Context: an optimization exercise on an open-source flow, tuned for small area and a short achievable clock period. The choices shown serve that exercise and are no tape-out recipe. Function was not checked in any run shown here: the RTL went through the layout flow alone. Power is estimated from default activity; no workload was simulated.

===== flow/constraint.sdc =====
create_clock -name core_clock -period 10.0 [get_ports {clk}]
set_input_delay 2.0000 -clock core_clock [delete_from_list [all_inputs] [get_ports {clk}]]
set_output_delay 2.0000 -clock core_clock [all_outputs]
set_load 0.01 [all_outputs]

===== flow/design.v =====
`timescale 1ns/10ps
module CannyEdge(dAddrRegRow, dAddrRegCol, bWE, bCE, InData, OutData,
	OPMode, bOPEnable, dReadReg, dWriteReg,	clk, rst_b);
input 	[2:0]	dAddrRegRow, dAddrRegCol;
input		bWE, bCE;
input 	[7:0] 	InData;
output 	[7:0] 	OutData;
reg     [7:0] 	OutData;
input 	[2:0]	OPMode;
input 		bOPEnable;
input 	[3:0]	dReadReg, dWriteReg;
input		clk, rst_b;
reg [7:0] regX [0:24];
reg [1:0] y6c;			 
reg z2, z6, z10, z18;		 
reg [1:0] st;			 
reg [1:0] pc;			 
reg [1:0] dc;			 
reg [7:0] Out_gf, Out_gradient;
reg [1:0] Out_dir;		 
reg       Out_bThres;
reg [14:0] gs, gc;		 
reg signed [10:0] Gx, Gy;
wire [7:0] rdec = 8'd1 << dAddrRegRow;
wire [7:0] cdec = 8'd1 << dAddrRegCol;
reg  [24:0] hit;
integer hr, hc;
always @(*) begin
	hit = 25'd0;
	for (hr = 0; hr < 8; hr = hr + 1)
		for (hc = 0; hc < 8; hc = hc + 1)
			if (hr*5 + hc <= 24)
				hit[hr*5 + hc] = hit[hr*5 + hc] | (rdec[hr] & cdec[hc]);
end
wire step   = bCE & ~bOPEnable;
wire m_gau  = OPMode == 3'd0;
wire m_sob  = OPMode == 3'd1;
wire m_nms  = OPMode == 3'd2;
wire m_hys  = OPMode == 3'd3;
wire [7:0] x0 = regX[0], x1 = regX[1], x2 = regX[2], x3 = regX[3], x4 = regX[4];
wire [7:0] x5 = regX[5], x6 = regX[6], x7 = regX[7], x8 = regX[8], x9 = regX[9];
wire [7:0] x10 = regX[10], x11 = regX[11], x12 = regX[12], x13 = regX[13], x14 = regX[14];
wire [7:0] x15 = regX[15], x16 = regX[16], x17 = regX[17], x18 = regX[18], x19 = regX[19];
wire [7:0] x20 = regX[20], x21 = regX[21], x22 = regX[22], x23 = regX[23], x24 = regX[24];
wire [14:0] gsum0, gsum1;
wire g_1 = x1[0] ^ x3[0] ^ x5[0];
wire g_2 = (x1[0] & x3[0]) | (x1[0] & x5[0]) | (x3[0] & x5[0]);
wire g_3 = x9[0] ^ x15[0] ^ x19[0];
wire g_4 = (x9[0] & x15[0]) | (x9[0] & x19[0]) | (x15[0] & x19[0]);
wire g_5 = x21[0] ^ x23[0] ^ g_1;
wire g_6 = (x21[0] & x23[0]) | (x21[0] & g_1) | (x23[0] & g_1);
wire g_7 = x1[1] ^ x3[1] ^ x5[1];
wire g_8 = (x1[1] & x3[1]) | (x1[1] & x5[1]) | (x3[1] & x5[1]);
wire g_9 = x9[1] ^ x15[1] ^ x19[1];
wire g_10 = (x9[1] & x15[1]) | (x9[1] & x19[1]) | (x15[1] & x19[1]);
wire g_11 = x21[1] ^ x23[1] ^ g_2;
wire g_12 = (x21[1] & x23[1]) | (x21[1] & g_2) | (x23[1] & g_2);
wire g_13 = g_4 ^ g_7 ^ g_9;
wire g_14 = (g_4 & g_7) | (g_4 & g_9) | (g_7 & g_9);
wire g_15 = g_6 ^ g_11;
wire g_16 = g_6 & g_11;
wire g_17 = x1[2] ^ x3[2] ^ x5[2];
wire g_18 = (x1[2] & x3[2]) | (x1[2] & x5[2]) | (x3[2] & x5[2]);
wire g_19 = x9[2] ^ x15[2] ^ x19[2];
wire g_20 = (x9[2] & x15[2]) | (x9[2] & x19[2]) | (x15[2] & x19[2]);
wire g_21 = x21[2] ^ x23[2] ^ g_8;
wire g_22 = (x21[2] & x23[2]) | (x21[2] & g_8) | (x23[2] & g_8);
wire g_23 = g_10 ^ g_17 ^ g_19;
wire g_24 = (g_10 & g_17) | (g_10 & g_19) | (g_17 & g_19);
wire g_25 = g_12 ^ g_14 ^ g_21;
wire g_26 = (g_12 & g_14) | (g_12 & g_21) | (g_14 & g_21);
wire g_27 = g_23 ^ g_16;
wire g_28 = g_23 & g_16;
wire g_29 = x1[3] ^ x3[3] ^ x5[3];
wire g_30 = (x1[3] & x3[3]) | (x1[3] & x5[3]) | (x3[3] & x5[3]);
wire g_31 = x9[3] ^ x15[3] ^ x19[3];
wire g_32 = (x9[3] & x15[3]) | (x9[3] & x19[3]) | (x15[3] & x19[3]);
wire g_33 = x21[3] ^ x23[3] ^ g_18;
wire g_34 = (x21[3] & x23[3]) | (x21[3] & g_18) | (x23[3] & g_18);
wire g_35 = g_20 ^ g_29 ^ g_31;
wire g_36 = (g_20 & g_29) | (g_20 & g_31) | (g_29 & g_31);
wire g_37 = g_22 ^ g_24 ^ g_33;
wire g_38 = (g_22 & g_24) | (g_22 & g_33) | (g_24 & g_33);
wire g_39 = g_35 ^ g_26 ^ g_37;
wire g_40 = (g_35 & g_26) | (g_35 & g_37) | (g_26 & g_37);
wire g_41 = x1[4] ^ x3[4] ^ x5[4];
wire g_42 = (x1[4] & x3[4]) | (x1[4] & x5[4]) | (x3[4] & x5[4]);
wire g_43 = x9[4] ^ x15[4] ^ x19[4];
wire g_44 = (x9[4] & x15[4]) | (x9[4] & x19[4]) | (x15[4] & x19[4]);
wire g_45 = x21[4] ^ x23[4] ^ g_30;
wire g_46 = (x21[4] & x23[4]) | (x21[4] & g_30) | (x23[4] & g_30);
wire g_47 = g_32 ^ g_41 ^ g_43;
wire g_48 = (g_32 & g_41) | (g_32 & g_43) | (g_41 & g_43);
wire g_49 = g_34 ^ g_36 ^ g_45;
wire g_50 = (g_34 & g_36) | (g_34 & g_45) | (g_36 & g_45);
wire g_51 = g_47 ^ g_38 ^ g_49;
wire g_52 = (g_47 & g_38) | (g_47 & g_49) | (g_38 & g_49);
wire g_53 = x1[5] ^ x3[5] ^ x5[5];
wire g_54 = (x1[5] & x3[5]) | (x1[5] & x5[5]) | (x3[5] & x5[5]);
wire g_55 = x9[5] ^ x15[5] ^ x19[5];
wire g_56 = (x9[5] & x15[5]) | (x9[5] & x19[5]) | (x15[5] & x19[5]);
wire g_57 = x21[5] ^ x23[5] ^ g_42;
wire g_58 = (x21[5] & x23[5]) | (x21[5] & g_42) | (x23[5] & g_42);
wire g_59 = g_44 ^ g_53 ^ g_55;
wire g_60 = (g_44 & g_53) | (g_44 & g_55) | (g_53 & g_55);
wire g_61 = g_46 ^ g_48 ^ g_57;
wire g_62 = (g_46 & g_48) | (g_46 & g_57) | (g_48 & g_57);
wire g_63 = g_59 ^ g_50 ^ g_61;
wire g_64 = (g_59 & g_50) | (g_59 & g_61) | (g_50 & g_61);
wire g_65 = x1[6] ^ x3[6] ^ x5[6];
wire g_66 = (x1[6] & x3[6]) | (x1[6] & x5[6]) | (x3[6] & x5[6]);
wire g_67 = x9[6] ^ x15[6] ^ x19[6];
wire g_68 = (x9[6] & x15[6]) | (x9[6] & x19[6]) | (x15[6] & x19[6]);
wire g_69 = x21[6] ^ x23[6] ^ g_54;
wire g_70 = (x21[6] & x23[6]) | (x21[6] & g_54) | (x23[6] & g_54);
wire g_71 = g_56 ^ g_65 ^ g_67;
wire g_72 = (g_56 & g_65) | (g_56 & g_67) | (g_65 & g_67);
wire g_73 = g_58 ^ g_60 ^ g_69;
wire g_74 = (g_58 & g_60) | (g_58 & g_69) | (g_60 & g_69);
wire g_75 = g_71 ^ g_62 ^ g_73;
wire g_76 = (g_71 & g_62) | (g_71 & g_73) | (g_62 & g_73);
wire g_77 = x1[7] ^ x3[7] ^ x5[7];
wire g_78 = (x1[7] & x3[7]) | (x1[7] & x5[7]) | (x3[7] & x5[7]);
wire g_79 = x9[7] ^ x15[7] ^ x19[7];
wire g_80 = (x9[7] & x15[7]) | (x9[7] & x19[7]) | (x15[7] & x19[7]);
wire g_81 = x21[7] ^ x23[7] ^ g_66;
wire g_82 = (x21[7] & x23[7]) | (x21[7] & g_66) | (x23[7] & g_66);
wire g_83 = g_68 ^ g_77 ^ g_79;
wire g_84 = (g_68 & g_77) | (g_68 & g_79) | (g_77 & g_79);
wire g_85 = g_70 ^ g_72 ^ g_81;
wire g_86 = (g_70 & g_72) | (g_70 & g_81) | (g_72 & g_81);
wire g_87 = g_83 ^ g_74 ^ g_85;
wire g_88 = (g_83 & g_74) | (g_83 & g_85) | (g_74 & g_85);
wire g_89 = g_78 ^ g_80 ^ g_82;
wire g_90 = (g_78 & g_80) | (g_78 & g_82) | (g_80 & g_82);
wire g_91 = g_84 ^ g_86 ^ g_89;
wire g_92 = (g_84 & g_86) | (g_84 & g_89) | (g_86 & g_89);
wire g_93 = x6[0] ^ x8[0] ^ x16[0];
wire g_94 = (x6[0] & x8[0]) | (x6[0] & x16[0]) | (x8[0] & x16[0]);
wire g_95 = x6[1] ^ x8[1] ^ x16[1];
wire g_96 = (x6[1] & x8[1]) | (x6[1] & x16[1]) | (x8[1] & x16[1]);
wire g_97 = x18[1] ^ g_94;
wire g_98 = x18[1] & g_94;
wire g_99 = x6[2] ^ x8[2] ^ x16[2];
wire g_100 = (x6[2] & x8[2]) | (x6[2] & x16[2]) | (x8[2] & x16[2]);
wire g_101 = x18[2] ^ g_96 ^ g_99;
wire g_102 = (x18[2] & g_96) | (x18[2] & g_99) | (g_96 & g_99);
wire g_103 = x6[3] ^ x8[3] ^ x16[3];
wire g_104 = (x6[3] & x8[3]) | (x6[3] & x16[3]) | (x8[3] & x16[3]);
wire g_105 = x18[3] ^ g_100 ^ g_103;
wire g_106 = (x18[3] & g_100) | (x18[3] & g_103) | (g_100 & g_103);
wire g_107 = x6[4] ^ x8[4] ^ x16[4];
wire g_108 = (x6[4] & x8[4]) | (x6[4] & x16[4]) | (x8[4] & x16[4]);
wire g_109 = x18[4] ^ g_104 ^ g_107;
wire g_110 = (x18[4] & g_104) | (x18[4] & g_107) | (g_104 & g_107);
wire g_111 = x6[5] ^ x8[5] ^ x16[5];
wire g_112 = (x6[5] & x8[5]) | (x6[5] & x16[5]) | (x8[5] & x16[5]);
wire g_113 = x18[5] ^ g_108 ^ g_111;
wire g_114 = (x18[5] & g_108) | (x18[5] & g_111) | (g_108 & g_111);
wire g_115 = x6[6] ^ x8[6] ^ x16[6];
wire g_116 = (x6[6] & x8[6]) | (x6[6] & x16[6]) | (x8[6] & x16[6]);
wire g_117 = x18[6] ^ g_112 ^ g_115;
wire g_118 = (x18[6] & g_112) | (x18[6] & g_115) | (g_112 & g_115);
wire g_119 = x6[7] ^ x8[7] ^ x16[7];
wire g_120 = (x6[7] & x8[7]) | (x6[7] & x16[7]) | (x8[7] & x16[7]);
wire g_121 = x18[7] ^ g_116 ^ g_119;
wire g_122 = (x18[7] & g_116) | (x18[7] & g_119) | (g_116 & g_119);
wire g_123 = x7[0] ^ x11[0] ^ x13[0];
wire g_124 = (x7[0] & x11[0]) | (x7[0] & x13[0]) | (x11[0] & x13[0]);
wire g_125 = x7[1] ^ x11[1] ^ x13[1];
wire g_126 = (x7[1] & x11[1]) | (x7[1] & x13[1]) | (x11[1] & x13[1]);
wire g_127 = x17[1] ^ g_124;
wire g_128 = x17[1] & g_124;
wire g_129 = x7[2] ^ x11[2] ^ x13[2];
wire g_130 = (x7[2] & x11[2]) | (x7[2] & x13[2]) | (x11[2] & x13[2]);
wire g_131 = x17[2] ^ g_126 ^ g_129;
wire g_132 = (x17[2] & g_126) | (x17[2] & g_129) | (g_126 & g_129);
wire g_133 = x7[3] ^ x11[3] ^ x13[3];
wire g_134 = (x7[3] & x11[3]) | (x7[3] & x13[3]) | (x11[3] & x13[3]);
wire g_135 = x17[3] ^ g_130 ^ g_133;
wire g_136 = (x17[3] & g_130) | (x17[3] & g_133) | (g_130 & g_133);
wire g_137 = x7[4] ^ x11[4] ^ x13[4];
wire g_138 = (x7[4] & x11[4]) | (x7[4] & x13[4]) | (x11[4] & x13[4]);
wire g_139 = x17[4] ^ g_134 ^ g_137;
wire g_140 = (x17[4] & g_134) | (x17[4] & g_137) | (g_134 & g_137);
wire g_141 = x7[5] ^ x11[5] ^ x13[5];
wire g_142 = (x7[5] & x11[5]) | (x7[5] & x13[5]) | (x11[5] & x13[5]);
wire g_143 = x17[5] ^ g_138 ^ g_141;
wire g_144 = (x17[5] & g_138) | (x17[5] & g_141) | (g_138 & g_141);
wire g_145 = x7[6] ^ x11[6] ^ x13[6];
wire g_146 = (x7[6] & x11[6]) | (x7[6] & x13[6]) | (x11[6] & x13[6]);
wire g_147 = x17[6] ^ g_142 ^ g_145;
wire g_148 = (x17[6] & g_142) | (x17[6] & g_145) | (g_142 & g_145);
wire g_149 = x7[7] ^ x11[7] ^ x13[7];
wire g_150 = (x7[7] & x11[7]) | (x7[7] & x13[7]) | (x11[7] & x13[7]);
wire g_151 = x17[7] ^ g_146 ^ g_149;
wire g_152 = (x17[7] & g_146) | (x17[7] & g_149) | (g_146 & g_149);
wire g_153 = x0[0] ^ x4[0] ^ x20[0];
wire g_154 = (x0[0] & x4[0]) | (x0[0] & x20[0]) | (x4[0] & x20[0]);
wire g_155 = x24[0] ^ ~x18[0] ^ g_3;
wire g_156 = (x24[0] & ~x18[0]) | (x24[0] & g_3) | (~x18[0] & g_3);
wire g_157 = ~g_93 ^ g_153 ^ g_5;
wire g_158 = (~g_93 & g_153) | (~g_93 & g_5) | (g_153 & g_5);
wire g_159 = x0[1] ^ x4[1] ^ x20[1];
wire g_160 = (x0[1] & x4[1]) | (x0[1] & x20[1]) | (x4[1] & x20[1]);
wire g_161 = x24[1] ^ x17[0] ^ 1'b1;
wire g_162 = (x24[1] & x17[0]) | (x24[1] & 1'b1) | (x17[0] & 1'b1);
wire g_163 = g_3 ^ ~g_95 ^ g_123;
wire g_164 = (g_3 & ~g_95) | (g_3 & g_123) | (~g_95 & g_123);
wire g_165 = g_154 ^ g_159 ^ g_161;
wire g_166 = (g_154 & g_159) | (g_154 & g_161) | (g_159 & g_161);
wire g_167 = ~g_97 ^ g_13 ^ g_5;
wire g_168 = (~g_97 & g_13) | (~g_97 & g_5) | (g_13 & g_5);
wire g_169 = g_156 ^ g_163 ^ g_165;
wire g_170 = (g_156 & g_163) | (g_156 & g_165) | (g_163 & g_165);
wire g_171 = g_15 ^ g_158 ^ g_167;
wire g_172 = (g_15 & g_158) | (g_15 & g_167) | (g_158 & g_167);
wire g_173 = x0[2] ^ x4[2] ^ x20[2];
wire g_174 = (x0[2] & x4[2]) | (x0[2] & x20[2]) | (x4[2] & x20[2]);
wire g_175 = x24[2] ^ x2[0] ^ x10[0];
wire g_176 = (x24[2] & x2[0]) | (x24[2] & x10[0]) | (x2[0] & x10[0]);
wire g_177 = x14[0] ^ x22[0] ^ g_125;
wire g_178 = (x14[0] & x22[0]) | (x14[0] & g_125) | (x22[0] & g_125);
wire g_179 = g_160 ^ g_162 ^ g_173;
wire g_180 = (g_160 & g_162) | (g_160 & g_173) | (g_162 & g_173);
wire g_181 = g_175 ^ ~g_98 ^ g_127;
wire g_182 = (g_175 & ~g_98) | (g_175 & g_127) | (~g_98 & g_127);
wire g_183 = g_13 ^ ~g_101 ^ g_164;
wire g_184 = (g_13 & ~g_101) | (g_13 & g_164) | (~g_101 & g_164);
wire g_185 = g_166 ^ g_177 ^ g_179;
wire g_186 = (g_166 & g_177) | (g_166 & g_179) | (g_177 & g_179);
wire g_187 = g_15 ^ g_181 ^ g_25;
wire g_188 = (g_15 & g_181) | (g_15 & g_25) | (g_181 & g_25);
wire g_189 = g_168 ^ g_170 ^ g_183;
wire g_190 = (g_168 & g_170) | (g_168 & g_183) | (g_170 & g_183);
wire g_191 = g_185 ^ g_27 ^ g_172;
wire g_192 = (g_185 & g_27) | (g_185 & g_172) | (g_27 & g_172);
wire g_193 = g_187 ^ g_189;
wire g_194 = g_187 & g_189;
wire g_195 = x0[3] ^ x4[3] ^ x20[3];
wire g_196 = (x0[3] & x4[3]) | (x0[3] & x20[3]) | (x4[3] & x20[3]);
wire g_197 = x24[3] ^ x2[1] ^ x10[1];
wire g_198 = (x24[3] & x2[1]) | (x24[3] & x10[1]) | (x2[1] & x10[1]);
wire g_199 = x14[1] ^ x22[1] ^ x18[0];
wire g_200 = (x14[1] & x22[1]) | (x14[1] & x18[0]) | (x22[1] & x18[0]);
wire g_201 = x17[0] ^ g_93 ^ g_123;
wire g_202 = (x17[0] & g_93) | (x17[0] & g_123) | (g_93 & g_123);
wire g_203 = g_174 ^ g_176 ^ g_195;
wire g_204 = (g_174 & g_176) | (g_174 & g_195) | (g_176 & g_195);
wire g_205 = g_197 ^ g_199 ^ g_128;
wire g_206 = (g_197 & g_199) | (g_197 & g_128) | (g_199 & g_128);
wire g_207 = ~g_102 ^ ~g_105 ^ g_131;
wire g_208 = (~g_102 & ~g_105) | (~g_102 & g_131) | (~g_105 & g_131);
wire g_209 = g_178 ^ g_180 ^ g_201;
wire g_210 = (g_178 & g_180) | (g_178 & g_201) | (g_180 & g_201);
wire g_211 = g_203 ^ g_182 ^ g_205;
wire g_212 = (g_203 & g_182) | (g_203 & g_205) | (g_182 & g_205);
wire g_213 = g_25 ^ g_184 ^ g_186;
wire g_214 = (g_25 & g_184) | (g_25 & g_186) | (g_184 & g_186);
wire g_215 = g_207 ^ g_209 ^ g_28;
wire g_216 = (g_207 & g_209) | (g_207 & g_28) | (g_209 & g_28);
wire g_217 = g_27 ^ g_211 ^ g_39;
wire g_218 = (g_27 & g_211) | (g_27 & g_39) | (g_211 & g_39);
wire g_219 = g_188 ^ g_190 ^ g_213;
wire g_220 = (g_188 & g_190) | (g_188 & g_213) | (g_190 & g_213);
wire g_221 = g_215 ^ g_194 ^ g_192;
wire g_222 = (g_215 & g_194) | (g_215 & g_192) | (g_194 & g_192);
wire g_223 = g_217 ^ g_219;
wire g_224 = g_217 & g_219;
wire g_225 = x0[4] ^ x4[4] ^ x20[4];
wire g_226 = (x0[4] & x4[4]) | (x0[4] & x20[4]) | (x4[4] & x20[4]);
wire g_227 = x24[4] ^ x2[2] ^ x10[2];
wire g_228 = (x24[4] & x2[2]) | (x24[4] & x10[2]) | (x2[2] & x10[2]);
wire g_229 = x14[2] ^ x22[2] ^ x12[0];
wire g_230 = (x14[2] & x22[2]) | (x14[2] & x12[0]) | (x22[2] & x12[0]);
wire g_231 = g_95 ^ g_125 ^ g_196;
wire g_232 = (g_95 & g_125) | (g_95 & g_196) | (g_125 & g_196);
wire g_233 = g_198 ^ g_200 ^ g_225;
wire g_234 = (g_198 & g_200) | (g_198 & g_225) | (g_200 & g_225);
wire g_235 = g_227 ^ g_229 ^ g_97;
wire g_236 = (g_227 & g_229) | (g_227 & g_97) | (g_229 & g_97);
wire g_237 = g_127 ^ ~g_106 ^ ~g_109;
wire g_238 = (g_127 & ~g_106) | (g_127 & ~g_109) | (~g_106 & ~g_109);
wire g_239 = g_132 ^ g_135 ^ g_202;
wire g_240 = (g_132 & g_135) | (g_132 & g_202) | (g_135 & g_202);
wire g_241 = g_204 ^ g_231 ^ g_233;
wire g_242 = (g_204 & g_231) | (g_204 & g_233) | (g_231 & g_233);
wire g_243 = g_206 ^ g_235 ^ g_208;
wire g_244 = (g_206 & g_235) | (g_206 & g_208) | (g_235 & g_208);
wire g_245 = g_210 ^ g_237 ^ g_239;
wire g_246 = (g_210 & g_237) | (g_210 & g_239) | (g_237 & g_239);
wire g_247 = g_241 ^ g_28 ^ g_212;
wire g_248 = (g_241 & g_28) | (g_241 & g_212) | (g_28 & g_212);
wire g_249 = g_40 ^ g_51 ^ g_39;
wire g_250 = (g_40 & g_51) | (g_40 & g_39) | (g_51 & g_39);
wire g_251 = g_214 ^ g_243 ^ g_245;
wire g_252 = (g_214 & g_243) | (g_214 & g_245) | (g_243 & g_245);
wire g_253 = g_216 ^ g_247 ^ g_218;
wire g_254 = (g_216 & g_247) | (g_216 & g_218) | (g_247 & g_218);
wire g_255 = g_220 ^ g_249 ^ g_251;
wire g_256 = (g_220 & g_249) | (g_220 & g_251) | (g_249 & g_251);
wire g_257 = g_224 ^ g_222 ^ g_253;
wire g_258 = (g_224 & g_222) | (g_224 & g_253) | (g_222 & g_253);
wire g_259 = x0[5] ^ x4[5] ^ x20[5];
wire g_260 = (x0[5] & x4[5]) | (x0[5] & x20[5]) | (x4[5] & x20[5]);
wire g_261 = x24[5] ^ x2[3] ^ x10[3];
wire g_262 = (x24[5] & x2[3]) | (x24[5] & x10[3]) | (x2[3] & x10[3]);
wire g_263 = x14[3] ^ x22[3] ^ x12[1];
wire g_264 = (x14[3] & x22[3]) | (x14[3] & x12[1]) | (x22[3] & x12[1]);
wire g_265 = g_226 ^ g_228 ^ g_230;
wire g_266 = (g_226 & g_228) | (g_226 & g_230) | (g_228 & g_230);
wire g_267 = g_259 ^ g_261 ^ g_263;
wire g_268 = (g_259 & g_261) | (g_259 & g_263) | (g_261 & g_263);
wire g_269 = g_98 ^ g_128 ^ g_101;
wire g_270 = (g_98 & g_128) | (g_98 & g_101) | (g_128 & g_101);
wire g_271 = ~g_110 ^ ~g_113 ^ g_136;
wire g_272 = (~g_110 & ~g_113) | (~g_110 & g_136) | (~g_113 & g_136);
wire g_273 = g_139 ^ g_131 ^ g_232;
wire g_274 = (g_139 & g_131) | (g_139 & g_232) | (g_131 & g_232);
wire g_275 = g_234 ^ g_265 ^ g_267;
wire g_276 = (g_234 & g_265) | (g_234 & g_267) | (g_265 & g_267);
wire g_277 = g_236 ^ g_238 ^ g_240;
wire g_278 = (g_236 & g_238) | (g_236 & g_240) | (g_238 & g_240);
wire g_279 = g_242 ^ g_269 ^ g_271;
wire g_280 = (g_242 & g_269) | (g_242 & g_271) | (g_269 & g_271);
wire g_281 = g_273 ^ g_275 ^ g_52;
wire g_282 = (g_273 & g_275) | (g_273 & g_52) | (g_275 & g_52);
wire g_283 = g_63 ^ g_40 ^ g_51;
wire g_284 = (g_63 & g_40) | (g_63 & g_51) | (g_40 & g_51);
wire g_285 = g_244 ^ g_246 ^ g_277;
wire g_286 = (g_244 & g_246) | (g_244 & g_277) | (g_246 & g_277);
wire g_287 = g_279 ^ g_248 ^ g_250;
wire g_288 = (g_279 & g_248) | (g_279 & g_250) | (g_248 & g_250);
wire g_289 = g_252 ^ g_281 ^ g_283;
wire g_290 = (g_252 & g_281) | (g_252 & g_283) | (g_281 & g_283);
wire g_291 = g_285 ^ g_254 ^ g_256;
wire g_292 = (g_285 & g_254) | (g_285 & g_256) | (g_254 & g_256);
wire g_293 = g_287 ^ g_289 ^ g_258;
wire g_294 = (g_287 & g_289) | (g_287 & g_258) | (g_289 & g_258);
wire g_295 = x0[6] ^ x4[6] ^ x20[6];
wire g_296 = (x0[6] & x4[6]) | (x0[6] & x20[6]) | (x4[6] & x20[6]);
wire g_297 = x24[6] ^ x2[4] ^ x10[4];
wire g_298 = (x24[6] & x2[4]) | (x24[6] & x10[4]) | (x2[4] & x10[4]);
wire g_299 = x14[4] ^ x22[4] ^ x12[2];
wire g_300 = (x14[4] & x22[4]) | (x14[4] & x12[2]) | (x22[4] & x12[2]);
wire g_301 = g_260 ^ g_262 ^ g_264;
wire g_302 = (g_260 & g_262) | (g_260 & g_264) | (g_262 & g_264);
wire g_303 = g_295 ^ g_297 ^ g_299;
wire g_304 = (g_295 & g_297) | (g_295 & g_299) | (g_297 & g_299);
wire g_305 = g_102 ^ g_105 ^ ~g_114;
wire g_306 = (g_102 & g_105) | (g_102 & ~g_114) | (g_105 & ~g_114);
wire g_307 = ~g_117 ^ g_140 ^ g_143;
wire g_308 = (~g_117 & g_140) | (~g_117 & g_143) | (g_140 & g_143);
wire g_309 = g_132 ^ g_135 ^ g_266;
wire g_310 = (g_132 & g_135) | (g_132 & g_266) | (g_135 & g_266);
wire g_311 = g_268 ^ g_301 ^ g_303;
wire g_312 = (g_268 & g_301) | (g_268 & g_303) | (g_301 & g_303);
wire g_313 = g_270 ^ g_272 ^ g_274;
wire g_314 = (g_270 & g_272) | (g_270 & g_274) | (g_272 & g_274);
wire g_315 = g_276 ^ g_305 ^ g_307;
wire g_316 = (g_276 & g_305) | (g_276 & g_307) | (g_305 & g_307);
wire g_317 = g_309 ^ g_311 ^ g_64;
wire g_318 = (g_309 & g_311) | (g_309 & g_64) | (g_311 & g_64);
wire g_319 = g_75 ^ g_52 ^ g_63;
wire g_320 = (g_75 & g_52) | (g_75 & g_63) | (g_52 & g_63);
wire g_321 = g_278 ^ g_280 ^ g_313;
wire g_322 = (g_278 & g_280) | (g_278 & g_313) | (g_280 & g_313);
wire g_323 = g_315 ^ g_282 ^ g_284;
wire g_324 = (g_315 & g_282) | (g_315 & g_284) | (g_282 & g_284);
wire g_325 = g_286 ^ g_317 ^ g_319;
wire g_326 = (g_286 & g_317) | (g_286 & g_319) | (g_317 & g_319);
wire g_327 = g_321 ^ g_288 ^ g_290;
wire g_328 = (g_321 & g_288) | (g_321 & g_290) | (g_288 & g_290);
wire g_329 = g_323 ^ g_325 ^ g_292;
wire g_330 = (g_323 & g_325) | (g_323 & g_292) | (g_325 & g_292);
wire g_331 = g_327 ^ g_294;
wire g_332 = g_327 & g_294;
wire g_333 = x0[7] ^ x4[7] ^ x20[7];
wire g_334 = (x0[7] & x4[7]) | (x0[7] & x20[7]) | (x4[7] & x20[7]);
wire g_335 = x24[7] ^ x2[5] ^ x10[5];
wire g_336 = (x24[7] & x2[5]) | (x24[7] & x10[5]) | (x2[5] & x10[5]);
wire g_337 = x14[5] ^ x22[5] ^ x12[3];
wire g_338 = (x14[5] & x22[5]) | (x14[5] & x12[3]) | (x22[5] & x12[3]);
wire g_339 = g_296 ^ g_298 ^ g_300;
wire g_340 = (g_296 & g_298) | (g_296 & g_300) | (g_298 & g_300);
wire g_341 = g_333 ^ g_335 ^ g_337;
wire g_342 = (g_333 & g_335) | (g_333 & g_337) | (g_335 & g_337);
wire g_343 = g_106 ^ g_109 ^ ~g_118;
wire g_344 = (g_106 & g_109) | (g_106 & ~g_118) | (g_109 & ~g_118);
wire g_345 = ~g_121 ^ g_144 ^ g_147;
wire g_346 = (~g_121 & g_144) | (~g_121 & g_147) | (g_144 & g_147);
wire g_347 = g_136 ^ g_139 ^ g_302;
wire g_348 = (g_136 & g_139) | (g_136 & g_302) | (g_139 & g_302);
wire g_349 = g_304 ^ g_339 ^ g_341;
wire g_350 = (g_304 & g_339) | (g_304 & g_341) | (g_339 & g_341);
wire g_351 = g_306 ^ g_308 ^ g_310;
wire g_352 = (g_306 & g_308) | (g_306 & g_310) | (g_308 & g_310);
wire g_353 = g_312 ^ g_343 ^ g_345;
wire g_354 = (g_312 & g_343) | (g_312 & g_345) | (g_343 & g_345);
wire g_355 = g_347 ^ g_349 ^ g_76;
wire g_356 = (g_347 & g_349) | (g_347 & g_76) | (g_349 & g_76);
wire g_357 = g_87 ^ g_64 ^ g_75;
wire g_358 = (g_87 & g_64) | (g_87 & g_75) | (g_64 & g_75);
wire g_359 = g_314 ^ g_316 ^ g_351;
wire g_360 = (g_314 & g_316) | (g_314 & g_351) | (g_316 & g_351);
wire g_361 = g_353 ^ g_318 ^ g_320;
wire g_362 = (g_353 & g_318) | (g_353 & g_320) | (g_318 & g_320);
wire g_363 = g_322 ^ g_355 ^ g_357;
wire g_364 = (g_322 & g_355) | (g_322 & g_357) | (g_355 & g_357);
wire g_365 = g_359 ^ g_324 ^ g_326;
wire g_366 = (g_359 & g_324) | (g_359 & g_326) | (g_324 & g_326);
wire g_367 = g_361 ^ g_363 ^ g_328;
wire g_368 = (g_361 & g_363) | (g_361 & g_328) | (g_363 & g_328);
wire g_369 = g_365 ^ g_330 ^ g_367;
wire g_370 = (g_365 & g_330) | (g_365 & g_367) | (g_330 & g_367);
wire g_371 = x2[6] ^ x10[6] ^ x14[6];
wire g_372 = (x2[6] & x10[6]) | (x2[6] & x14[6]) | (x10[6] & x14[6]);
wire g_373 = x22[6] ^ x12[4] ^ ~g_120;
wire g_374 = (x22[6] & x12[4]) | (x22[6] & ~g_120) | (x12[4] & ~g_120);
wire g_375 = g_334 ^ g_336 ^ g_338;
wire g_376 = (g_334 & g_336) | (g_334 & g_338) | (g_336 & g_338);
wire g_377 = g_371 ^ g_110 ^ g_113;
wire g_378 = (g_371 & g_110) | (g_371 & g_113) | (g_110 & g_113);
wire g_379 = ~g_122 ^ g_148 ^ g_151;
wire g_380 = (~g_122 & g_148) | (~g_122 & g_151) | (g_148 & g_151);
wire g_381 = g_140 ^ g_143 ^ g_340;
wire g_382 = (g_140 & g_143) | (g_140 & g_340) | (g_143 & g_340);
wire g_383 = g_342 ^ g_373 ^ g_375;
wire g_384 = (g_342 & g_373) | (g_342 & g_375) | (g_373 & g_375);
wire g_385 = g_344 ^ g_346 ^ g_348;
wire g_386 = (g_344 & g_346) | (g_344 & g_348) | (g_346 & g_348);
wire g_387 = g_350 ^ g_377 ^ g_379;
wire g_388 = (g_350 & g_377) | (g_350 & g_379) | (g_377 & g_379);
wire g_389 = g_381 ^ g_383 ^ g_88;
wire g_390 = (g_381 & g_383) | (g_381 & g_88) | (g_383 & g_88);
wire g_391 = g_91 ^ g_76 ^ g_87;
wire g_392 = (g_91 & g_76) | (g_91 & g_87) | (g_76 & g_87);
wire g_393 = g_352 ^ g_354 ^ g_385;
wire g_394 = (g_352 & g_354) | (g_352 & g_385) | (g_354 & g_385);
wire g_395 = g_387 ^ g_356 ^ g_358;
wire g_396 = (g_387 & g_356) | (g_387 & g_358) | (g_356 & g_358);
wire g_397 = g_360 ^ g_389 ^ g_391;
wire g_398 = (g_360 & g_389) | (g_360 & g_391) | (g_389 & g_391);
wire g_399 = g_393 ^ g_362 ^ g_364;
wire g_400 = (g_393 & g_362) | (g_393 & g_364) | (g_362 & g_364);
wire g_401 = g_395 ^ g_397 ^ g_366;
wire g_402 = (g_395 & g_397) | (g_395 & g_366) | (g_397 & g_366);
wire g_403 = g_399 ^ g_368 ^ g_401;
wire g_404 = (g_399 & g_368) | (g_399 & g_401) | (g_368 & g_401);
wire g_405 = x2[7] ^ x10[7] ^ x14[7];
wire g_406 = (x2[7] & x10[7]) | (x2[7] & x14[7]) | (x10[7] & x14[7]);
wire g_407 = x22[7] ^ ~1'b0 ^ ~1'b0;
wire g_408 = (x22[7] & ~1'b0) | (x22[7] & ~1'b0) | (~1'b0 & ~1'b0);
wire g_409 = x12[5] ^ g_150 ^ g_372;
wire g_410 = (x12[5] & g_150) | (x12[5] & g_372) | (g_150 & g_372);
wire g_411 = g_405 ^ g_407 ^ g_114;
wire g_412 = (g_405 & g_407) | (g_405 & g_114) | (g_407 & g_114);
wire g_413 = g_117 ^ g_152 ^ g_144;
wire g_414 = (g_117 & g_152) | (g_117 & g_144) | (g_152 & g_144);
wire g_415 = g_147 ^ g_374 ^ g_376;
wire g_416 = (g_147 & g_374) | (g_147 & g_376) | (g_374 & g_376);
wire g_417 = g_409 ^ g_90 ^ g_378;
wire g_418 = (g_409 & g_90) | (g_409 & g_378) | (g_90 & g_378);
wire g_419 = g_380 ^ g_382 ^ g_384;
wire g_420 = (g_380 & g_382) | (g_380 & g_384) | (g_382 & g_384);
wire g_421 = g_411 ^ g_413 ^ g_415;
wire g_422 = (g_411 & g_413) | (g_411 & g_415) | (g_413 & g_415);
wire g_423 = g_92 ^ g_88 ^ g_91;
wire g_424 = (g_92 & g_88) | (g_92 & g_91) | (g_88 & g_91);
wire g_425 = g_386 ^ g_388 ^ g_417;
wire g_426 = (g_386 & g_388) | (g_386 & g_417) | (g_388 & g_417);
wire g_427 = g_419 ^ g_421 ^ g_390;
wire g_428 = (g_419 & g_421) | (g_419 & g_390) | (g_421 & g_390);
wire g_429 = g_392 ^ g_394 ^ g_423;
wire g_430 = (g_392 & g_394) | (g_392 & g_423) | (g_394 & g_423);
wire g_431 = g_425 ^ g_396 ^ g_398;
wire g_432 = (g_425 & g_396) | (g_425 & g_398) | (g_396 & g_398);
wire g_433 = g_427 ^ g_429 ^ g_400;
wire g_434 = (g_427 & g_429) | (g_427 & g_400) | (g_429 & g_400);
wire g_435 = g_431 ^ g_402 ^ g_433;
wire g_436 = (g_431 & g_402) | (g_431 & g_433) | (g_402 & g_433);
wire g_437 = ~1'b0 ^ ~1'b0 ^ x12[6];
wire g_438 = (~1'b0 & ~1'b0) | (~1'b0 & x12[6]) | (~1'b0 & x12[6]);
wire g_439 = g_406 ^ g_408 ^ g_437;
wire g_440 = (g_406 & g_408) | (g_406 & g_437) | (g_408 & g_437);
wire g_441 = g_118 ^ g_121 ^ g_148;
wire g_442 = (g_118 & g_121) | (g_118 & g_148) | (g_121 & g_148);
wire g_443 = g_151 ^ g_410 ^ g_439;
wire g_444 = (g_151 & g_410) | (g_151 & g_439) | (g_410 & g_439);
wire g_445 = g_90 ^ g_412 ^ g_414;
wire g_446 = (g_90 & g_412) | (g_90 & g_414) | (g_412 & g_414);
wire g_447 = g_416 ^ g_441 ^ g_443;
wire g_448 = (g_416 & g_441) | (g_416 & g_443) | (g_441 & g_443);
wire g_449 = g_92 ^ g_418 ^ g_420;
wire g_450 = (g_92 & g_418) | (g_92 & g_420) | (g_418 & g_420);
wire g_451 = g_422 ^ g_445 ^ g_447;
wire g_452 = (g_422 & g_445) | (g_422 & g_447) | (g_445 & g_447);
wire g_453 = g_424 ^ g_426 ^ g_449;
wire g_454 = (g_424 & g_426) | (g_424 & g_449) | (g_426 & g_449);
wire g_455 = g_451 ^ g_428 ^ g_430;
wire g_456 = (g_451 & g_428) | (g_451 & g_430) | (g_428 & g_430);
wire g_457 = g_453 ^ g_432 ^ g_455;
wire g_458 = (g_453 & g_432) | (g_453 & g_455) | (g_432 & g_455);
wire g_459 = g_434 ^ g_457;
wire g_460 = g_434 & g_457;
wire g_461 = ~1'b0 ^ ~1'b0 ^ x12[7];
wire g_462 = (~1'b0 & ~1'b0) | (~1'b0 & x12[7]) | (~1'b0 & x12[7]);
wire g_463 = g_120 ^ g_150 ^ g_438;
wire g_464 = (g_120 & g_150) | (g_120 & g_438) | (g_150 & g_438);
wire g_465 = g_461 ^ g_122 ^ g_152;
wire g_466 = (g_461 & g_122) | (g_461 & g_152) | (g_122 & g_152);
wire g_467 = g_440 ^ g_463 ^ g_442;
wire g_468 = (g_440 & g_463) | (g_440 & g_442) | (g_463 & g_442);
wire g_469 = g_444 ^ g_465 ^ g_446;
wire g_470 = (g_444 & g_465) | (g_444 & g_446) | (g_465 & g_446);
wire g_471 = g_448 ^ g_467 ^ g_450;
wire g_472 = (g_448 & g_467) | (g_448 & g_450) | (g_467 & g_450);
wire g_473 = g_452 ^ g_469 ^ g_454;
wire g_474 = (g_452 & g_469) | (g_452 & g_454) | (g_469 & g_454);
wire g_475 = g_471 ^ g_456 ^ g_473;
wire g_476 = (g_471 & g_456) | (g_471 & g_473) | (g_456 & g_473);
wire g_477 = g_458 ^ g_475;
wire g_478 = g_458 & g_475;
wire g_479 = g_462 ^ g_464 ^ g_466;
wire g_480 = (g_462 & g_464) | (g_462 & g_466) | (g_464 & g_466);
wire g_481 = g_468 ^ g_479 ^ g_470;
wire g_482 = (g_468 & g_479) | (g_468 & g_470) | (g_479 & g_470);
wire g_483 = g_472 ^ g_481 ^ g_474;
wire g_484 = (g_472 & g_481) | (g_472 & g_474) | (g_481 & g_474);
wire g_485 = g_476 ^ g_483;
wire g_486 = g_476 & g_483;
wire g_487 = 1'b1 ^ g_480 ^ g_482;
wire g_488 = (1'b1 & g_480) | (1'b1 & g_482) | (g_480 & g_482);
wire g_489 = g_487 ^ g_484;
wire g_490 = g_487 & g_484;
wire g_491 = 1'b1 ^ g_488;
wire g_492 = 1'b1 & g_488;
assign gsum0 = {g_490, g_486, g_478, g_460, g_436, g_404, g_370, g_332, g_329, g_291, g_255, g_221, g_191, g_169, g_155};
assign gsum1 = {g_491, g_489, g_485, g_477, g_459, g_435, g_403, g_369, g_331, g_293, g_257, g_223, g_193, g_171, g_157};
wire signed [10:0] gx_n = $signed({3'b0, x2}) + $signed({3'b0, x12}) + $signed({2'b0, x7, 1'b0})
                        - $signed({3'b0, x0}) - $signed({3'b0, x10}) - $signed({2'b0, x5, 1'b0});
wire signed [10:0] gy_n = $signed({3'b0, x0}) + $signed({3'b0, x2}) + $signed({2'b0, x1, 1'b0})
                        - $signed({3'b0, x10}) - $signed({3'b0, x12}) - $signed({2'b0, x11, 1'b0});
wire sx = Gx[10], sy = Gy[10];
wire [10:0] ax = sx ? -Gx : Gx;
wire [10:0] ay = sy ? -Gy : Gy;
wire [11:0] asum = ax + ay;
wire d0  = {ay, 1'b0} <= {1'b0, ax};
wire d45 = {2'b0, ay, 1'b0} <= ({1'b0, ax, 2'b0} + {3'b0, ax});
wire [1:0] dir_n = d0 ? 2'd0 : d45 ? ((sx ^ sy) ? 2'd3 : 2'd1) : 2'd2;
reg [7:0] xa, xb;
always @(*)
	case (pc)
	2'd0: begin xa = x5;  xb = x7;  end
	2'd1: begin xa = x2;  xb = x10; end
	2'd2: begin xa = x11; xb = x1;  end
	default: begin xa = x12; xb = x0; end
	endcase
wire nms_ge = (x6 >= xa) && (x6 >= xb);
wire nms_do = step & m_nms & (st == 2'd1);
wire h6 = x6 >= 8'd10;
wire l6 = x6 <= 8'd3;
reg trace;
always @(*)
	case (dc)
	2'd0, 2'd2: trace = (x10 >= 8'd10) | (x2 >= 8'd10) | z10 | z2;
	2'd1:       trace = (x18 >= 8'd10) | z18;
	default:    trace = z6;
	endcase
wire bthres_n = h6 | (~l6 & trace);
always @(posedge clk or negedge rst_b)
	if (!rst_b) begin
		st <= 2'd0;
		pc <= 2'd3;
		dc <= 2'd3;
		Out_gf <= 8'd0;
		Out_gradient <= 8'd0;
		Out_dir <= 2'd0;
		Out_bThres <= 1'b0;
	end else if (bCE) begin
		if (bOPEnable)
			st <= 2'd0;
		else if (m_gau) begin
			if (st == 2'd0) st <= 2'd1;
			else if (st == 2'd1) Out_gf <= (gs + gc) >> 7;
		end else if (m_sob) begin
			st <= (st == 2'd3) ? 2'd3 : st + 2'd1;
			if (st == 2'd1) Out_gradient <= asum[10:3];
			if (st == 2'd3) Out_dir <= dir_n;
		end else if (m_nms | m_hys) begin
			if (st == 2'd0) begin
				pc <= y6c;
				if (m_hys) dc <= pc;
				st <= 2'd1;
			end else if (st == 2'd1 && m_hys)
				Out_bThres <= bthres_n;
		end
	end
wire wr = rst_b & ~bCE & ~bWE;
wire rd = rst_b & ~bCE & bWE;
wire [7:0] wdata = bCE ? 8'd0 : InData;	 
integer k;
reg [7:0] xr;	 
always @(*) begin
	xr = 8'd0;
	for (k = 0; k < 25; k = k + 1)
		xr = xr | ({8{hit[k]}} & regX[k]);
end
always @(posedge clk) begin
	for (k = 0; k < 25; k = k + 1)
		if ((wr && dWriteReg == 4'd0 && hit[k]) ||
		    (rst_b && nms_do && (nms_ge ? (
			(pc == 2'd0 && (k == 5 || k == 7)) ||
			(pc == 2'd1 && (k == 2 || k == 10)) ||
			(pc == 2'd2 && (k == 11 || k == 1)) ||
			(pc == 2'd3 && (k == 12 || k == 0))) : k == 6)))
			regX[k] <= wdata;
	if (wr && dWriteReg == 4'd1 && hit[6])
		y6c <= (InData == 8'd0) ? 2'd0 : (InData == 8'd45) ? 2'd1 : (InData == 8'd90) ? 2'd2 : 2'd3;
	if (wr && dWriteReg[3:1] != 3'd0) begin
		if (hit[2])  z2  <= InData == 8'd1;
		if (hit[6])  z6  <= InData == 8'd1;
		if (hit[10]) z10 <= InData == 8'd1;
		if (hit[18]) z18 <= InData == 8'd1;
	end
	if (rd)
		case (dReadReg)
		4'd0: OutData <= Out_gf;
		4'd1: OutData <= Out_gradient;
		4'd2: case (Out_dir)
		      2'd0: OutData <= 8'd0;
		      2'd1: OutData <= 8'd45;
		      2'd2: OutData <= 8'd90;
		      default: OutData <= 8'h87;
		      endcase
		4'd3: OutData <= xr;
		4'd4: OutData <= {7'd0, Out_bThres};
		default: ;
		endcase
	if (rst_b && step && m_gau && st == 2'd0) begin
		gs <= gsum0;
		gc <= gsum1;
	end
	if (rst_b && step && m_sob && st == 2'd0) begin
		Gx <= gx_n;
		Gy <= gy_n;
	end
end
endmodule

===== flow/config.mk =====
export PLATFORM = sky130hd
export DESIGN_NAME = CannyEdge
export DESIGN_NICKNAME = CannyEdge
export VERILOG_FILES = /design/flow/design.v
export SDC_FILE = /design/flow/constraint.sdc
export NUM_CORES = 4
export LEC_CHECK = 0
export CAP_MARGIN = 20
export CORE_MARGIN = 2
export CORE_UTILIZATION = 40
export SLEW_MARGIN = 20

===== flow/run.sh =====
#!/bin/bash
# synth_recipe.tcl (not shown) runs the flow's synth.tcl, then flattens the netlist and writes it again
# the make line also repeats each setting of config.mk as NAME=value (left out here)
make -C /OpenROAD-flow-scripts/flow DESIGN_CONFIG=/design/flow/config.mk WORK_HOME=/design/flow/orfs CLKGATE_MAP_FILE= SYNTH_SCRIPT=/design/flow/synth_recipe.tcl finish

==> metrics.md, run 1 <==
| Metric | Value |
|---|---|
| # hold bufs at CTS | 0 |
| PwrDens | 120.1 mW/mm2 |
| Area leader, netlist | edfxtp_1 |
| Row count | 87 |
| DR iter-0 viols | 1614 |
| Routed len/inst | 27.44 um |
| Leakage | 10.42 nW |
| Max Freq | 189.4 MHz |
| CTS tree | built |
| Io pins | 38 |
| Post-layout worst setup margin | 4.720 ns |
| Status | timing/DRC/antenna clean |
| Via count | 15440 |
| Crit path kind | register to register |
| Most used standard cell by instance count after synthesis | inv_1 |
| First-pass GRT wire length | 110500 um |
| Number of clock buffers inserted by TritonCTS | 36 |
| Share of the synthesized area in the top cell type | 35.29% |
| Synth cell count leaders | 439 x inv_1, 289 x fa_1, 266 x edfxtp_1 |
| Post-Synthesis Cells | 1918 |
| WP data required | 10.29 ns |
| Area of the multi-input gates | 0.01222 mm2 |
| Worst setup endpoint | gc[7] |
| Max-cap violation count | 0 |
| Die W | 241.9 um |
| Worst reg2reg path startpoint | regX[5][4] |
| Peak VDD IR | 88.29 uV |
| DRC Markers | 0 |
| Storage element area | 0.008618 mm2 |
| Sequential cell area fraction in the yosys report | 38.07% |
| Hold Path Class | register to register |
| Synth async-reset ratio | 8.591% |
| Distinct cell type count of the synthesized netlist | 79 |
| R2R Setup Slk | 4.72 ns |
| Area after DPL | 0.02401 mm2 |
| Fraction of layout cells with a size suffix above 1 | 7.200% |
| Post-synth EDFFs | 266 |
| Worst Tran Pin Value | 1.139 ns |
| DP Worst Slack | 4.369 ns |
| CP Launch Point | regX[5][4] |
| Setup Skew | 0.02403 ns |
| Ranking of synthesized cells by area | edfxtp_1 35%, fa_1 26%, inv_1 7.3% |
| Largest net degree at the start of global routing | 46 |
| Crit start category | register |
| WP data arrival | 5.57 ns |
| Post-route antenna net violation count | 0 |
| Die area | 0.05851 mm2 |
| Cell Area, Synth | 0.02264 mm2 |
| Avg Cell Area, Syn | 11.80 um2 |
| Final setup TNS | 0 ns |
| Detailed Routing Iterations Pass 1 | 6 |
| Area grow syn2layout | 12.01% |
| Fin. max-slew vios | 0 |
| Final hold viol count | 0 |
| CTS sink count | 291 |
| Starting Density | 40.30% |
| Top_reg_cell synth | edfxtp_1 |
| Nets | 2406 |
| DPL Wire Length | 61090 um |
| Vias in the first global route | 16310 |
| H-tree depth | 2 |
| # port buffers | 37 |
| Clk root buf | clkbuf_16 |
| Final worst path period need | 5.280 ns |
| Post-CTS sizing | 0 |
| Die height | 241.9 um |
| Clock transition at the registers of the reported paths | 0.06 ns |
| Detailed Route WL | 75650 um |
| Register-to-Register Path Depth | 13 |
| Longest Clk Path Bufs | 3 |
| CP Capture Type | register |
| Post-CTS setup buffer count | 0 |
| Ys Warns | 2 |
| RSZ-0062 raised after global routing | no |
| Final GP Congestion | 1.039 |
| R2R Path End | gc[7] |
| Post-synthesis register bit count | 291 |
| Fin crit share | 52.80% |
| Final Cell Area | 0.02536 mm2 |
| Syn nets | 2351 |
| Gr ovfl total | 0 |
| Total power | 3.044 mW |
| Core Region | 0.05617 mm2 |
| Slew HR | 23.69% |
| Critical-path maximum fanout | 4 |
| Final Setup Violations | 0 |
| GR Util All Layers | 26.26% |
| Fill count | 5181 |
| Initial antenna violation count | 0 |
| Clk Latency, worst-skew pair | 0.57 ns |
| Via/cell ratio | 5.600 |
| Fin util | 45.14% |
## sequential cells by signal (all words and copies together) (netlist names)
name	cells
regX	200
dc	2
z2	1
OutData	8
gc	15
Out_dir	2
Out_bThres	1
z6	1
Gy	11
gs	15
Out_gradient	8
pc	2
z10	1
Out_gf	8
st	2
z18	1
Gx	11
y6c	2
## worst min-delay path by stage
stage | startpoint | endpoint | slack [ns] | cells past startpoint
finish | Out_gradient[1] | Out_gradient[1] | 0.47 | 2
global placement | Out_gradient[1] | Out_gradient[1] | 0.46 | 2
detailed placement | Out_gradient[1] | Out_gradient[1] | 0.46 | 2
floorplan | Out_gradient[1] | Out_gradient[1] | 0.44 | 2
global route | Out_gradient[1] | Out_gradient[1] | 0.51 | 2
CTS | Out_gradient[1] | Out_gradient[1] | 0.48 | 2
## layout make-up
type                            count  share of cell area (%)
Sequential cell                   291                   33.99
Timing Repair Buffer               67                   2.329
Clock buffer                       41                   3.790
Inverter                          439                   6.499
Antenna cell                        1                0.009869
Clock inverter                     24                   1.456
Multi-Input combinational cell   1138                   48.20
Tap cell                          756                   3.731
## power breakdown
group	internal [mW]	switching [mW]
sequential	1.35	0.0238
combinational	0.0672	0.117
clock	0.929	0.562
## cells by family (layout without fill, tap and decap cells)
group | after synthesis | count (layout) | share of synthesized area, %
flops | 291 | 291 | 38.07
mux | 26 | 26 | 2.062
simple gates | 348 | 348 | 8.225
compound gates | 316 | 316 | 9.789
buf+inv | 489 | 571 | 8.252
xor+xnor | 45 | 45 | 1.741
fa+ha+maj | 403 | 403 | 31.86
other cells | 0 | 1 | 0
## cells in the final DEF, fill, tap and decap left out, types with 37 or more instances in the layout
| master | n |
|---|---|
| clkbuf_16 | 37 |
| edfxtp_1 | 266 |
| nor2_1 | 62 |
| a21oi_1 | 47 |
| ha_1 | 114 |
| o21ai_0 | 58 |
| a22oi_1 | 42 |
| inv_1 | 439 |
| nand2_1 | 82 |
| fa_1 | 289 |
## worst max-delay path, stage by stage (launching register included)
cell and delay (ns):
edfxtp_1 0.55, fa_1 0.62, inv_1 0.08, fa_1 0.41, fa_1 0.52, inv_1 0.05, fa_1 0.49, fa_1 0.50
inv_1 0.05, fa_1 0.38, fa_1 0.39, fa_1 0.49, inv_1 0.05, fa_1 0.42
## per-stage QoR
step	std cells	hold WS [ns]
floorplan	1918	0.4398
global placement	2690	0.4628
detailed placement	2691	0.4623
CTS	2756	0.4765
global route	2756	0.5056
finish	2757	0.4735
## routing by layer
metal,up-vias,wire (um),track usage [%]
li1,6622,-,-
met1,7889,31010,34.90
met2,718,34100,41.08
met3,210,5432,4.176
met4,0,5101,15.12
met5,-,0,0
==> inputs of run 2 (changes only) <==
--- a/flow/config.mk
+++ b/flow/config.mk
@@ -9,3 +9,4 @@
 export CORE_MARGIN = 2
 export CORE_UTILIZATION = 40
+export SETUP_SLACK_MARGIN = 5
 export SLEW_MARGIN = 20
==> metrics.md, run 2 <==
| Metric | Value |
|---|---|
| Status | timing/DRC/antenna clean |
| Slew HR | 28.08% |
| Syn nets | 2351 |
| Fraction of layout cells with a size suffix above 1 | 11.77% |
| H-tree depth | 2 |
| Number of clock buffers inserted by TritonCTS | 36 |
| Share of the synthesized area in the top cell type | 35.29% |
| Post-Synthesis Cells | 1918 |
| Die area | 0.05851 mm2 |
| WP data required | 10.29 ns |
| Area grow syn2layout | 13.86% |
| Die height | 241.9 um |
| First-pass GRT wire length | 113200 um |
| Synth cell count leaders | 439 x inv_1, 289 x fa_1, 266 x edfxtp_1 |
| Worst Tran Pin Value | 1.075 ns |
| DPL Wire Length | 61320 um |
| Cell Area, Synth | 0.02264 mm2 |
| CTS tree | built |
| Final setup TNS | 0 ns |
| Grt met2 use | 42.56% |
| Most frequent cells in the layout | 429 x inv_1, 266 x edfxtp_1, 245 x fa_1 |
| Synth async-reset ratio | 8.591% |
| Area after DPL | 0.02391 mm2 |
| Clock transition at the registers of the reported paths | 0.06 ns |
| Hold depth | 2 |
| Row count | 87 |
| CTS sink count | 291 |
| Starting Density | 40.30% |
| R2R Path End | gc[7] |
| Met1 usage in global routing | 35.54% |
| Net Sw Frac | 24.73% |
| PwrDens | 110.8 mW/mm2 |
| Comb power frac | 6.7% |
| Final worst path period need | 5.044 ns |
| Via/cell ratio | 5.623 |
| Final Cell Area | 0.02577 mm2 |
| Diode count | 0 |
| Max-cap violation count | 0 |
| Max Freq | 198.3 MHz |
| Crit start category | register |
| GR Util All Layers | 27.12% |
| Ys Warns | 2 |
| Initial antenna violation count | 0 |
| Post-route antenna net violation count | 0 |
| Crit path kind | register to register |
| Largest net degree at the start of global routing | 46 |
| Setup Skew | 0.05031 ns |
| Vias in the first global route | 16240 |
| Hold Path Sink | Out_gradient[1] |
| DRC Markers | 0 |
| # hold bufs at CTS | 0 |
| Met3 layer usage reported by global route | 3.578% |
| Clk root buf | clkbuf_16 |
| Leakage | 10.51 nW |
| Worst reg2reg path startpoint | regX[1][4] |
| Longest Clk Path Bufs | 3 |
| Seq pwr share | 47.8% |
| CP Capture Type | register |
| Io pins | 38 |
| Routed len/inst | 27.95 um |
| Post-synthesis register bit count | 291 |
| Distinct cell type count of the synthesized netlist | 79 |
| Gr ovfl total | 0 |
| Final GP Congestion | 0.9915 |
| Final hold viol count | 0 |
| Area leader, netlist | edfxtp_1 |
| Via count | 15770 |
| GR peak layer | met2 |
| Number of instances in the placed design | 2681 |
| Die W | 241.9 um |
| Nets | 2455 |
| Hold Path Class | register to register |
| Detailed Routing Iterations Pass 1 | 6 |
| # port buffers | 37 |
| Commonest non-fill, non-tap cell in the layout | inv_1 |
| Post-synth EDFFs | 266 |
| Fin. max-slew vios | 0 |
| NetSw | 706.3 uW |
| Peak VDD IR | 96.18 uV |
| Reg with most FFs | regX |
| Register-to-Register Path Depth | 13 |
| Most used standard cell by instance count after synthesis | inv_1 |
| Core Region | 0.05617 mm2 |
| Max FFs per register | 200 |
| Detailed Route WL | 78360 um |
| WP data arrival | 5.33 ns |
| DR iter-0 viols | 1884 |
| Sequential cell area fraction in the yosys report | 38.07% |
| Total power | 2.856 mW |
| Clk Latency, worst-skew pair | 0.60 ns |
| R2R Setup Slk | 4.96 ns |
| Clock network power share | 45.5% |
| Critical-path maximum fanout | 2 |
| Biggest regs | regX x200, gc x15, gs x15 |
| Ranking of synthesized cells by area | edfxtp_1 35%, fa_1 26%, inv_1 7.3% |
| Internal power | 2.149 mW |
| Final Setup Violations | 0 |
| RSZ-0062 raised after global routing | yes |
| Fin crit share | 50.44% |
| Avg Cell Area, Syn | 11.80 um2 |
| Hold_sp | Out_gradient[1] |
| Final std cells w/o fill | 2804 |
| Fill count | 5144 |
| Top_reg_cell synth | edfxtp_1 |
==> run 2: kinds of logic after synthesis <==
group	share of synthesized area, %
xor gates and xnor gates	1.741
and+or+nand+nor	8.225
buffers and inverters	8.252
AOI/OAI and AO/OA	9.789
muxes	2.062
adders and majority gates	31.86
DFF	38.07
==> run 2: timing repair <==
action | 4_1_cts | 5_1_grt
pin swaps | 18 | 25
setup buffers | 40 | 19
endpoints found under the setup margin | 61 | 113
resized for setup | 37 | 26
==> run 2: area by class of cell <==
class / instances / area [um2] / area share (%)
clock inverters: 24 / 247.7 / 0.9612
well taps: 756 / 945.9 / 3.670
clock buffers: 40 / 925.9 / 3.592
multi-input cells: 1138 / 12410 / 48.15
inverters: 439 / 1648 / 6.394
repair buffers: 116 / 978.4 / 3.796
flip-flops and latches: 291 / 8618 / 33.44
==> run 2: per-layer routing <==
layer	wire (um)	vias to the layer above
met1	30950	7999
met3	5892	207
met5	0	-
met2	35420	845
li1	-	6715
met4	6094	0
==> run 2: power groups by stage <==
stage                     combinational [mW]  clock [mW]  sequential (mW)
final                                  0.190        1.30             1.37
after global routing                   0.207        1.36             1.37
after CTS                              0.185        1.32             1.37
after detailed placement               0.184           0             1.39
after global placement                 0.181           0             1.39
after floorplan                        0.108           0             1.38
==> run 2: stage by stage <==
stage | util [%] | hold slack [ns] | setup slack [ns]
6_report | 45.89 | 0.4758 | 4.956
3_3_place_gp | 42.53 | 0.4715 | 4.137
5_1_grt | 45.89 | 0.5045 | 4.854
2_1_floorplan | - | 0.4398 | 5.019
4_1_cts | 45.33 | 0.4785 | 4.715
3_5_place_dp | 42.56 | 0.4655 | 4.174
==> run 2: critical path: stages (launching register included) <==
cell and delay [ns]:
edfxtp_1 0.53, fa_2 0.42, fa_1 0.51, inv_2 0.05, fa_1 0.53, inv_1 0.06
fa_1 0.49, fa_1 0.50, inv_1 0.05, fa_2 0.33, fa_2 0.34, fa_1 0.43
inv_1 0.08, fa_2 0.42
==> run 2: worst max-delay path by stage <==
stage | from | end
5_1_grt | regX[7][2] | gc[7]
2_1_floorplan | regX[1][3] | gc[7]
6_report | regX[1][4] | gc[7]
4_1_cts | bCE | regX[7][2]
3_5_place_dp | bCE | regX[7][4]
3_3_place_gp | rst_b | regX[16][6]
==> inputs of run 3 (changes only) <==
==> flow/flow/run.sh (new file) <==
#!/bin/bash
cp standard.sh standard_sh.log
cp config.mk config_mk.log
export SETUP_SLACK_MARGIN=7
bash standard.sh > standard.log 2>&1
==> flow/standard.sh (new file) <==
#!/bin/bash
# synth_recipe.tcl (not shown) runs the flow's synth.tcl, then flattens the netlist and writes it again
# the make line also repeats each setting of config.mk as NAME=value (left out here)
make -C /OpenROAD-flow-scripts/flow DESIGN_CONFIG=/design/flow/config.mk WORK_HOME=/design/flow/orfs CLKGATE_MAP_FILE= SYNTH_SCRIPT=/design/flow/synth_recipe.tcl "${@:-finish}"
--- a/flow/config.mk
+++ b/flow/config.mk
@@ -9,4 +9,3 @@
 export CORE_MARGIN = 2
 export CORE_UTILIZATION = 40
-export SETUP_SLACK_MARGIN = 5
 export SLEW_MARGIN = 20
removed: flow/run.sh
==> metrics.md, run 3 <==
| Metric | Value |
|---|---|
| Slew HR | 36.00% |
| Sequential cell area fraction in the yosys report | 38.07% |
| Final worst path period need | 4.998 ns |
| Max Freq | 200.1 MHz |
| RSZ-0062 raised after global routing | yes |
| Vias in the first global route | 17300 |
| Final hold viol count | 0 |
| Nets | 2654 |
| Gr ovfl total | 0 |
| Status | timing/DRC/antenna clean |
| Post-Synthesis Cells | 1918 |
| CTS tree | built |
| Fill count | 4784 |
| Reg with most FFs | regX |
| Fin util | 53.31% |
| Final GP Congestion | 1.006 |
| DP Worst Slack | 4.755 ns |
| Area after DPL | 0.02464 mm2 |
| Fin. max-slew vios | 0 |
| H-tree depth | 2 |
| Die height | 241.9 um |
| Final Setup Violations | 0 |
| Worst Tran Pin Value | 0.9512 ns |
| Post-route antenna net violation count | 0 |
| Ranking of synthesized cells by area | edfxtp_1 35%, fa_1 26%, inv_1 7.3% |
| DRC Markers | 0 |
| Max FFs per register | 200 |
| PwrDens | 99.71 mW/mm2 |
| Initial antenna violation count | 1 |
| Longest Clk Path Bufs | 3 |
| Hold Path Class | register to register |
| Fraction of layout cells with a size suffix above 1 | 34.39% |
| Area grow syn2layout | 32.27% |
| Core Region | 0.05617 mm2 |
| DR iter-0 viols | 1514 |
| Diode count | 0 |
| Detailed Route WL | 84100 um |
| Via count | 16570 |
| # port buffers | 37 |
| Commonest non-fill, non-tap cell in the layout | inv_1 |
| Synth async-reset ratio | 8.591% |
| Cell Area, Synth | 0.02264 mm2 |
| GR Util All Layers | 28.87% |
| Die W | 241.9 um |
| CP Capture Type | register |
| Fin crit share | 49.98% |
| Clk root buf | clkbuf_16 |
| Leakage | 12.22 nW |
| Storage element area | 0.008626 mm2 |
| Final setup TNS | 0 ns |
| Share of the synthesized area in the top cell type | 35.29% |
| Most used standard cell by instance count after synthesis | inv_1 |
| Synth cell count leaders | 439 x inv_1, 289 x fa_1, 266 x edfxtp_1 |
| Clk Latency, worst-skew pair | 0.56 ns |
| Biggest regs | regX x200, gc x15, gs x15 |
| Top_reg_cell synth | edfxtp_1 |
| Ys Warns | 2 |
| CTS sink count | 291 |
| Largest net degree at the start of global routing | 31 |
| Post-synth EDFFs | 266 |
| Area leader, netlist | edfxtp_1 |
| R2R Setup Slk | 5.00 ns |
| Die area | 0.05851 mm2 |
| Area of the multi-input gates | 0.01421 mm2 |
| Crit start category | register |
| Detailed Routing Iterations Pass 1 | 8 |
| Critical-path maximum fanout | 2 |
| Distinct cell type count of the synthesized netlist | 79 |
| Peak VDD IR | 95.87 uV |
| WP data arrival | 5.28 ns |
| DPL Wire Length | 61300 um |
| Io pins | 38 |
| Setup Skew | 0.01927 ns |
| Syn nets | 2351 |
| CP Launch Point | regX[1][4] |
| Routed len/inst | 28.00 um |
| Post-layout worst setup margin | 5.002 ns |
| Final Cell Area | 0.02994 mm2 |
| Avg Cell Area, Syn | 11.80 um2 |
| Number of clock buffers inserted by TritonCTS | 36 |
| Starting Density | 40.30% |
| Max-cap violation count | 0 |
| Fin Hold WS | 0.4775 ns |
| WP data required | 10.29 ns |
| Post-synthesis register bit count | 291 |
| First-pass GRT wire length | 120400 um |
| Row count | 87 |
| Most frequent cells in the layout | 380 x inv_1, 266 x edfxtp_1, 192 x fa_1 |
| Via/cell ratio | 5.516 |
| Clock transition at the registers of the reported paths | 0.07 ns |
| Worst reg2reg path startpoint | regX[1][4] |
| Crit path kind | register to register |
| Hold_sp | Out_gradient[1] |
run 3: cell counts after synthesis:
Identical to the previous run, type by type.
run 3: per-stage QoR:
step / power, mW / cells
5_1_grt: 3.066 / 3004
2_1_floorplan: 1.505 / 1918
3_5_place_dp: 1.587 / 2676
3_3_place_gp: 1.585 / 2676
6_report: 2.986 / 3004
4_1_cts: 2.986 / 2945
run 3: where the power goes:
| group | internal, mW | switching [mW] |
|---|---|---|
| Combinational | 0.107 | 0.148 |
| Sequential | 1.35 | 0.0213 |
| Clock | 0.810 | 0.554 |
| Total | 2.26 | 0.723 |
run 3: routing by layer:
layer	routed length (um)	global-route usage, %	up-vias
li1	-	-	7117
met1	33450	37.38	8457
met2	38650	44.85	784
met3	6168	5.760	211
met4	5838	17.85	0
met5	0	0	-
run 3: timing repair:
action                     4_1_cts  5_1_grt
resized for setup              413      105
hold buffers                     0        0
pin swaps                      172      119
setup endpoints to repair      400      338
cloned                           6        2
setup buffers                  198       57
run 3: worst max-delay path, stage by stage (launching register included):
cell and delay (ns):
edfxtp_1 0.50, fa_1 0.56, inv_2 0.04, fa_2 0.35
fa_1 0.52, inv_1 0.05, fa_2 0.58, inv_2 0.05
fa_2 0.53, inv_2 0.04, fa_2 0.32, inv_2 0.06
fa_2 0.18, fa_1 0.41, inv_1 0.08, fa_2 0.43
run 3: logic make-up after synthesis:
kind of cell / after synthesis / share of synthesized area, %
AOI/OAI and AO/OA: 316 / 9.789
xor gates and xnor gates: 45 / 1.741
adders and majority gates: 403 / 31.86
buffers and inverters: 489 / 8.252
DFF: 291 / 38.07
muxes: 26 / 2.062
and+or+nand+nor: 348 / 8.225
run 3: layout make-up:
| class | instances | share of cell area (%) |
|---|---|---|
| clock inverters | 22 | 0.8232 |
| repair buffers | 314 | 11.04 |
| well taps | 756 | 3.159 |
| inverters | 439 | 5.545 |
| multi-input cells | 1139 | 47.46 |
| flip-flops and latches | 291 | 28.81 |
| clock buffers | 43 | 3.167 |
run 3: final timing paths:
check	end	cells past startpoint
setup / recovery	gc[8]	15
hold / removal	Out_gradient[1]	2
setup reg to reg	gc[8]	15
hold reg to reg	Out_gradient[1]	2
max in group asynchronous	pc[0]	3
min in group asynchronous	Out_gradient[2]	3

-- static timing again, ports no longer ideal --
Ports are ideal in the flow. The routed layouts listed here were re-timed in OpenROAD.
Step 1 assumes that a clkbuf_16 drives the clock port and a buf_2 every other input.
Step 2 also shifts input and output timing later by t, the mid clock arrival at the registers, as if the neighbouring blocks saw the same clock.
a / b / c = no drivers / after step 1 / after step 2; a / b = the first two.
| run | shift t [ns] | setup slack, ns | worst slew at a driven data input, ns | pins driven straight from the clock port |
|---|---|---|---|---|
| run 1 | 0.616 | 4.720 / 4.720 / 4.230 | 0.06 | 1 |
| run 2 | 0.626 | 4.956 / 4.956 / 4.558 | 0.05 | 1 |
| run 3 | 0.609 | 5.002 / 5.002 / 5.002 | 0.08 | 1 |
After both steps setup and hold are still met in every run listed. The setup slack of run 1, which loses most, moves by 0.000 ns with the drivers and by -0.490 ns with both steps.
